This is an optimization exercise on Yosys and OpenROAD, whose aim is small area, not a production implementation.
At most, simulation tests tie the RTL to the original design; equivalence was not proved.
Power figures rest on the tool's default switching activity, not on a simulated workload.

==> 08-27 <==
==> flow/design.v <==
module counters
(
  input wire rst, clk, inc, hold,
  output wire [29:0] disp
);
reg [29:0] c;    
reg [29:0] d;
wire [29:0] n;
wire [8:0] i;
assign i[0] = inc;
localparam [8*5-1:0] LSB = {5'd26, 5'd22, 5'd19, 5'd15, 5'd12, 5'd8, 5'd4, 5'd0};
genvar k;
generate for (k = 0; k < 8; k = k + 1) begin : g
  localparam integer L = LSB[k*5 +: 5];
  if (k == 3 || k == 5) begin : six
    wire [2:0] b = c[L +: 3];
    wire a = i[k] & b[0];
    assign n[L]   = b[0] ^ i[k];
    assign n[L+1] = b[1] ^ (a & ~b[2]);
    assign n[L+2] = b[2] ^ (a & (b[2] | b[1]));
    assign i[k+1] = a & b[2];
  end else begin : ten
    wire [3:0] b = c[L +: 4];
    wire a = i[k] & b[0];
    assign n[L]   = b[0] ^ i[k];
    assign n[L+1] = b[1] ^ (a & ~b[3]);
    assign n[L+2] = b[2] ^ (a & b[1]);
    assign n[L+3] = b[3] ^ (a & (b[3] | (b[2] & b[1])));
    assign i[k+1] = a & b[3];
  end
end endgenerate
always @(posedge clk)
  if (rst) c <= 30'd0;
  else     c <= n;
always @(posedge clk)
  if (!hold) d <= c;
assign disp = d;
endmodule
module dcm
(
  input wire rst, clk,
  output wire tick_next, tick_500ms, tick_scan
);
reg [1:0] j;    
reg h;          
reg [4:0] qn;   
reg [1:0] m;    
wire [4:0] q = ~qn;
always @(posedge clk or posedge rst) begin
  if (rst)
    qn <= 5'b00000;
  else
    qn <= ~{q[3:0], (q[4] ^ q[2]) | (q[3] & ~q[2] & q[0])};
end
always @(posedge clk) begin
  if (rst) begin
    j <= 2'b00;
    h <= 1'b0;
    m <= 2'b00;
  end else begin
    j <= {j[0], ~j[1]};
    h <= h ^ (j[1] & ~j[0]);
    m <= {m[0], ~(m[0] | m[1])};
  end
end
assign tick_next  = ~j[1] & ~j[0];
assign tick_500ms = ~h & j[1] & ~j[0] & ~q[4] & q[3] & q[1] & q[0];
assign tick_scan  = m[1] & ~(j[1] ^ j[0]);
endmodule
module dspl_drv_NexysA7
(
  input clock, reset, tick, light,
  input [29:0] digits,
  output [7:0] an, dec_cat
);
  reg [2:0] s;
  reg [3:0] x;
  reg lit;
  wire [7:0] oh;
  genvar i;
  generate for (i = 0; i < 8; i = i + 1) begin : g_oh
    assign oh[i] = (s == i);
  end endgenerate
  wire [3:0] dig = ({4{oh[0]}} & digits[3:0])  | ({4{oh[1]}} & digits[7:4]) |
                   ({4{oh[2]}} & digits[11:8]) | ({4{oh[3]}} & {1'b0, digits[14:12]}) |
                   ({4{oh[4]}} & digits[18:15]) | ({4{oh[5]}} & {1'b0, digits[21:19]}) |
                   ({4{oh[6]}} & digits[25:22]) | ({4{oh[7]}} & digits[29:26]);
  always @(posedge clock or posedge reset) begin
    if (reset) begin
      x <= 4'd0;
      lit <= 1'b0;
    end else if (tick) begin
      x <= dig;
      lit <= light;
    end
  end
  always @(posedge clock) begin
    if (reset)
      s <= 3'd0;
    else if (tick)
      s <= s + 3'd1;
  end
  generate for (i = 0; i < 8; i = i + 1) begin : g_an
    assign an[i] = ~(lit & oh[(i + 1) % 8]);
  end endgenerate
  wire sa = (~x[0] & ~x[1] & x[2]) | (x[0] & ~x[1] & ~x[2] & ~x[3]);
  wire sb = (x[0] & ~x[1] & x[2]) | (~x[0] & x[1] & x[2]);
  wire sc = ~x[0] & x[1] & ~x[2];
  wire sd = (~x[0] & ~x[1] & x[2]) | (x[0] & x[1] & x[2]) | (x[0] & ~x[1] & ~x[2] & ~x[3]);
  wire se = x[0] | (~x[1] & x[2]);
  wire sf = (x[1] & ~x[2]) | (x[0] & x[1]) | (x[0] & ~x[2] & ~x[3]);
  wire sg = (~x[1] & ~x[2] & ~x[3]) | (x[0] & x[1] & x[2]);
  assign dec_cat = {sa, sb, sc, sd, se, sf, sg, 1'b1};
endmodule
module dm
(
    input wire rst, clk, tick_500ms, splitcheck,
    output wire hold_next, light
);
reg splitswitch, dark;    
always @(posedge clk) begin
  if (rst)
    splitswitch <= 1'b0;
  else
    splitswitch <= splitswitch ^ splitcheck;
end
always @(posedge clk) begin
  if (rst)
    dark <= 1'b0;
  else if (tick_500ms)
    dark <= splitswitch & ~dark;
end
assign hold_next = splitswitch ^ splitcheck;
assign light = ~dark;
endmodule
module edge_detector_sintese
(
  input clk, rst, din,
  output rising   
);
  reg [4:0] s;
  wire [4:0] n;
  always @(posedge clk)
    if (rst) s <= 5'd0;
    else     s <= n;
  wire z    = ~(s[1] | s[2] | s[3] | s[4]);
  wire wait_ = z & ~s[0];
  wire last = &s;
  wire clr  = last & ~din;
  wire g    = ~((s[1] & ~s[2] & ~s[4]) | (~s[1] & s[3] & s[4]) | (s[2] & ~s[3] & ~s[4]));
  assign n[0]   = (wait_ | last) ? din : g;
  assign n[4:1] = s[3:0] & ~{4{clr}};
  assign rising = z & s[0];
endmodule
module top
(
    input wire clk, rst, start, stop, split,
    output wire [7:0] an, dec_ddp
);
wire start_ed, stop_ed, split_ed;
wire tick_next, tick_500ms, tick_scan;
wire hold_next, light;
wire [29:0] disp;
edge_detector_sintese ed_start (.clk(clk), .rst(rst), .din(start), .rising(start_ed));
edge_detector_sintese ed_stop  (.clk(clk), .rst(rst), .din(stop),  .rising(stop_ed));
edge_detector_sintese ed_split (.clk(clk), .rst(rst), .din(split), .rising(split_ed));
dcm dcm (.rst(rst), .clk(clk), .tick_next(tick_next), .tick_500ms(tick_500ms), .tick_scan(tick_scan));
reg on, in_split;
always @(posedge clk) begin
    if (rst) begin
        on <= 1'b0;
        in_split <= 1'b0;
    end else begin
        on <= on ? (in_split | ~stop_ed) : start_ed;
        in_split <= on & split_ed;
    end
end
counters counters (.rst(rst), .clk(clk), .inc(tick_next & on), .hold(hold_next), .disp(disp));
dm dm (.rst(rst), .clk(clk), .tick_500ms(tick_500ms), .splitcheck(split_ed),
       .hold_next(hold_next), .light(light));
dspl_drv_NexysA7 driver (.clock(clk), .reset(rst), .tick(tick_scan), .light(light),
                         .digits(disp), .an(an), .dec_cat(dec_ddp));
endmodule
==> flow/flow/run.sh <==
#!/bin/bash
set -e
bash standard.sh "BUFFER_PORTS_ARGS=-buffer_cell sky130_fd_sc_hd__buf_1" "CTS_ARGS=-sink_clustering_enable -repair_clock_nets -buf_list sky130_fd_sc_hd__clkbuf_8 -dont_use_dummy_load" finish > flow.log 2>&1
==> flow/standard.sh <==
#!/bin/bash
# synth_recipe.tcl (not shown) runs the flow's synth.tcl, then flattens the netlist and writes it again
# the make line also repeats each setting of config.mk as NAME=value (left out here)
make -C /OpenROAD-flow-scripts/flow DESIGN_CONFIG=/design/flow/config.mk WORK_HOME=/design/flow/orfs CLKGATE_MAP_FILE= SYNTH_SCRIPT=/design/flow/synth_recipe.tcl "${@:-finish}"
==> flow/config.mk <==
export PLATFORM = sky130hd
export DESIGN_NAME = top
export DESIGN_NICKNAME = top
export VERILOG_FILES = /design/flow/design.v
export SDC_FILE = /design/flow/constraint.sdc
export NUM_CORES = 4
export LEC_CHECK = 0
export CAP_MARGIN = 20
export CORE_MARGIN = 2
export CORE_UTILIZATION = 65
export SLEW_MARGIN = 20
==> flow/constraint.sdc <==
create_clock -name core_clock -period 10.0 [get_ports {clk}]
set_input_delay 2.0000 -clock core_clock [delete_from_list [all_inputs] [get_ports {clk}]]
set_output_delay 2.0000 -clock core_clock [all_outputs]
set_load 0.01 [all_outputs]
==> 05-01: changes against 08-27 <==
--- a/flow/design.v
+++ b/flow/design.v
@@ -31,3 +31,3 @@
 end endgenerate
-always @(posedge clk)
+always @(posedge clk or posedge rst)
   if (rst) c <= 30'd0;
@@ -45,12 +45,5 @@
 reg h;          
-reg [4:0] qn;   
+reg [4:0] q;    
 reg [1:0] m;    
-wire [4:0] q = ~qn;
 always @(posedge clk or posedge rst) begin
-  if (rst)
-    qn <= 5'b00000;
-  else
-    qn <= ~{q[3:0], (q[4] ^ q[2]) | (q[3] & ~q[2] & q[0])};
-end
-always @(posedge clk) begin
   if (rst) begin
@@ -58,2 +51,3 @@
     h <= 1'b0;
+    q <= 5'b11111;
     m <= 2'b00;
@@ -62,2 +56,3 @@
     h <= h ^ (j[1] & ~j[0]);
+    q <= {q[3:0], (q[4] ^ q[2]) | (q[3] & ~q[2] & q[0])};
     m <= {m[0], ~(m[0] | m[1])};
@@ -78,13 +73,18 @@
   reg lit;
-  wire [7:0] oh;
-  genvar i;
-  generate for (i = 0; i < 8; i = i + 1) begin : g_oh
-    assign oh[i] = (s == i);
-  end endgenerate
-  wire [3:0] dig = ({4{oh[0]}} & digits[3:0])  | ({4{oh[1]}} & digits[7:4]) |
-                   ({4{oh[2]}} & digits[11:8]) | ({4{oh[3]}} & {1'b0, digits[14:12]}) |
-                   ({4{oh[4]}} & digits[18:15]) | ({4{oh[5]}} & {1'b0, digits[21:19]}) |
-                   ({4{oh[6]}} & digits[25:22]) | ({4{oh[7]}} & digits[29:26]);
+  reg [3:0] dig;
+  always @* begin
+    case (s)
+      3'd0: dig = digits[3:0];
+      3'd1: dig = digits[7:4];
+      3'd2: dig = digits[11:8];
+      3'd3: dig = {1'b0, digits[14:12]};
+      3'd4: dig = digits[18:15];
+      3'd5: dig = {1'b0, digits[21:19]};
+      3'd6: dig = digits[25:22];
+      default: dig = digits[29:26];
+    endcase
+  end
   always @(posedge clock or posedge reset) begin
     if (reset) begin
+      s <= 3'd0;
       x <= 4'd0;
@@ -92,2 +92,3 @@
     end else if (tick) begin
+      s <= s + 3'd1;
       x <= dig;
@@ -96,10 +97,5 @@
   end
-  always @(posedge clock) begin
-    if (reset)
-      s <= 3'd0;
-    else if (tick)
-      s <= s + 3'd1;
-  end
+  genvar i;
   generate for (i = 0; i < 8; i = i + 1) begin : g_an
-    assign an[i] = ~(lit & oh[(i + 1) % 8]);
+    assign an[i] = ~(lit & (s == ((i + 1) % 8)));
   end endgenerate
@@ -119,4 +115,4 @@
 );
-reg splitswitch, dark;    
-always @(posedge clk) begin
+reg splitswitch, lightswitch;
+always @(posedge clk or posedge rst) begin
   if (rst)
@@ -126,10 +122,10 @@
 end
-always @(posedge clk) begin
+always @(posedge clk or posedge rst) begin
   if (rst)
-    dark <= 1'b0;
+    lightswitch <= 1'b1;
   else if (tick_500ms)
-    dark <= splitswitch & ~dark;
+    lightswitch <= ~splitswitch | ~lightswitch;
 end
 assign hold_next = splitswitch ^ splitcheck;
-assign light = ~dark;
+assign light = lightswitch;
 endmodule
@@ -138,3 +134,4 @@
   input clk, rst, din,
-  output rising   
+  output rising,  
+  output held0    
 );
@@ -142,13 +139,13 @@
   wire [4:0] n;
-  always @(posedge clk)
+  always @(posedge clk or posedge rst)
     if (rst) s <= 5'd0;
     else     s <= n;
-  wire z    = ~(s[1] | s[2] | s[3] | s[4]);
-  wire wait_ = z & ~s[0];
-  wire last = &s;
-  wire clr  = last & ~din;
-  wire g    = ~((s[1] & ~s[2] & ~s[4]) | (~s[1] & s[3] & s[4]) | (s[2] & ~s[3] & ~s[4]));
-  assign n[0]   = (wait_ | last) ? din : g;
-  assign n[4:1] = s[3:0] & ~{4{clr}};
-  assign rising = z & s[0];
+  assign n[0] = (~s[1] & s[4]) | (~s[0] & s[3] & ~s[4]) | (s[1] & s[2] & ~s[4]) |
+                (~s[2] & ~s[3] & s[4]) | (s[0] & s[4] & din) | (~s[0] & ~s[1] & ~s[2] & din);
+  assign n[1] = s[0] & ~(s[2] & s[3] & s[4] & ~din);
+  assign n[2] = s[1] & ~(s[0] & s[2] & s[4] & ~din);
+  assign n[3] = s[2] & ~(s[3] & s[4] & ~din);
+  assign n[4] = s[3] & ~(s[2] & s[4] & ~din);
+  assign rising = s[0] & ~s[1] & ~s[2] & ~s[3] & ~s[4];
+  assign held0  = ~s[0] & s[1] & ~s[2] & ~s[3] & ~s[4];
 endmodule
@@ -159,3 +156,3 @@
 );
-wire start_ed, stop_ed, split_ed;
+wire start_ed, stop_ed, split_ed, split_h0;
 wire tick_next, tick_500ms, tick_scan;
@@ -163,14 +160,15 @@
 wire [29:0] disp;
-edge_detector_sintese ed_start (.clk(clk), .rst(rst), .din(start), .rising(start_ed));
-edge_detector_sintese ed_stop  (.clk(clk), .rst(rst), .din(stop),  .rising(stop_ed));
-edge_detector_sintese ed_split (.clk(clk), .rst(rst), .din(split), .rising(split_ed));
+edge_detector_sintese ed_start (.clk(clk), .rst(rst), .din(start), .rising(start_ed), .held0());
+edge_detector_sintese ed_stop  (.clk(clk), .rst(rst), .din(stop),  .rising(stop_ed),  .held0());
+edge_detector_sintese ed_split (.clk(clk), .rst(rst), .din(split), .rising(split_ed), .held0(split_h0));
 dcm dcm (.rst(rst), .clk(clk), .tick_next(tick_next), .tick_500ms(tick_500ms), .tick_scan(tick_scan));
-reg on, in_split;
-always @(posedge clk) begin
+reg on, en;
+wire in_split = en & split_h0;
+always @(posedge clk or posedge rst) begin
     if (rst) begin
         on <= 1'b0;
-        in_split <= 1'b0;
+        en <= 1'b0;
     end else begin
         on <= on ? (in_split | ~stop_ed) : start_ed;
-        in_split <= on & split_ed;
+        en <= on;
     end
==> flow/run.sh (new file) <==
#!/bin/bash
# synth_recipe.tcl (not shown) runs the flow's synth.tcl, then flattens the netlist and writes it again
# the make line also repeats each setting of config.mk as NAME=value (left out here)
make -C /OpenROAD-flow-scripts/flow DESIGN_CONFIG=/design/flow/config.mk WORK_HOME=/design/flow/orfs CLKGATE_MAP_FILE= SYNTH_SCRIPT=/design/flow/synth_recipe.tcl finish
--- a/flow/config.mk
+++ b/flow/config.mk
@@ -9,3 +9,3 @@
 export CORE_MARGIN = 2
-export CORE_UTILIZATION = 65
+export CORE_UTILIZATION = 40
 export SLEW_MARGIN = 20
removed: flow/flow/run.sh
removed: flow/standard.sh
==> run summary <==
| quantity | 08-27 | 05-01 |
|---|---|---|
| Status | timing/DRC/antenna clean | timing/DRC/antenna clean |
| Post-Synthesis Cells | 354 | 321 |
| Number of standard cells in the layout, taps in and fillers out | 435 | 473 |
| Cell depth of the worst setup path | 21 | 4 |
| Area taken by multi-input logic gates | 1470 sq um | 1300 sq um |
| Multiplexer share of the synthesized area | 1.40% | 3.10% |
| Register area share after synthesis | 58.4% | 63.5% |
| Net switching power of the design | 0.189 mW | 0.335 mW |
| Most Crowded Layer GR | met1 | met2 |
| DRT iter0 DRCs | 89 | 95 |
| Synthesized-area fraction occupied by ao, oa, aoi and oai cells | 9.98% | 8.97% |
| Crit path max-delay cell type | sky130_fd_sc_hd__dfxtp_1 | sky130_fd_sc_hd__dfrtp_1 |
| Sequential cell area share | 55.8% | 57.3% |
| Non-CTS inverters | 12 | 19 |
| Design Power | 0.751 mW | 1.10 mW |
| Post-Synth Simple-Gate Area | 17.1% | 10.8% |
| Detailed Route WL | 6110 um | 6350 um |
The RTL of 05-01 was laid out without a check of its function.

-- port drivers added, routing unchanged --
Ports are ideal in the flow. The routed layouts listed here were re-timed in OpenROAD.
Step 1 (the two cells are an assumption about what drives the block):
set clk [get_ports {clk}]
set_driving_cell -lib_cell sky130_fd_sc_hd__clkbuf_16 $clk
set_driving_cell -lib_cell sky130_fd_sc_hd__buf_2 [delete_from_list [all_inputs] $clk]
Step 2 also shifts input and output timing later by t, the mid clock arrival at the registers, as if the neighbouring blocks saw the same clock.
Slacks: ideal ports / drivers / drivers and shift; pairs: ideal ports / drivers.
| run | t, ns | slack for setup (ns) | latest minus earliest clock arrival (ns) |
|---|---|---|---|
| 08-27 | 0.374 | 5.872 / 5.872 / 5.872 | 0.027 / 0.027 |
| 05-01 | 0.386 | 5.891 / 5.859 / 5.899 | 0.009 / 0.009 |
After both steps every run listed still meets setup and hold.
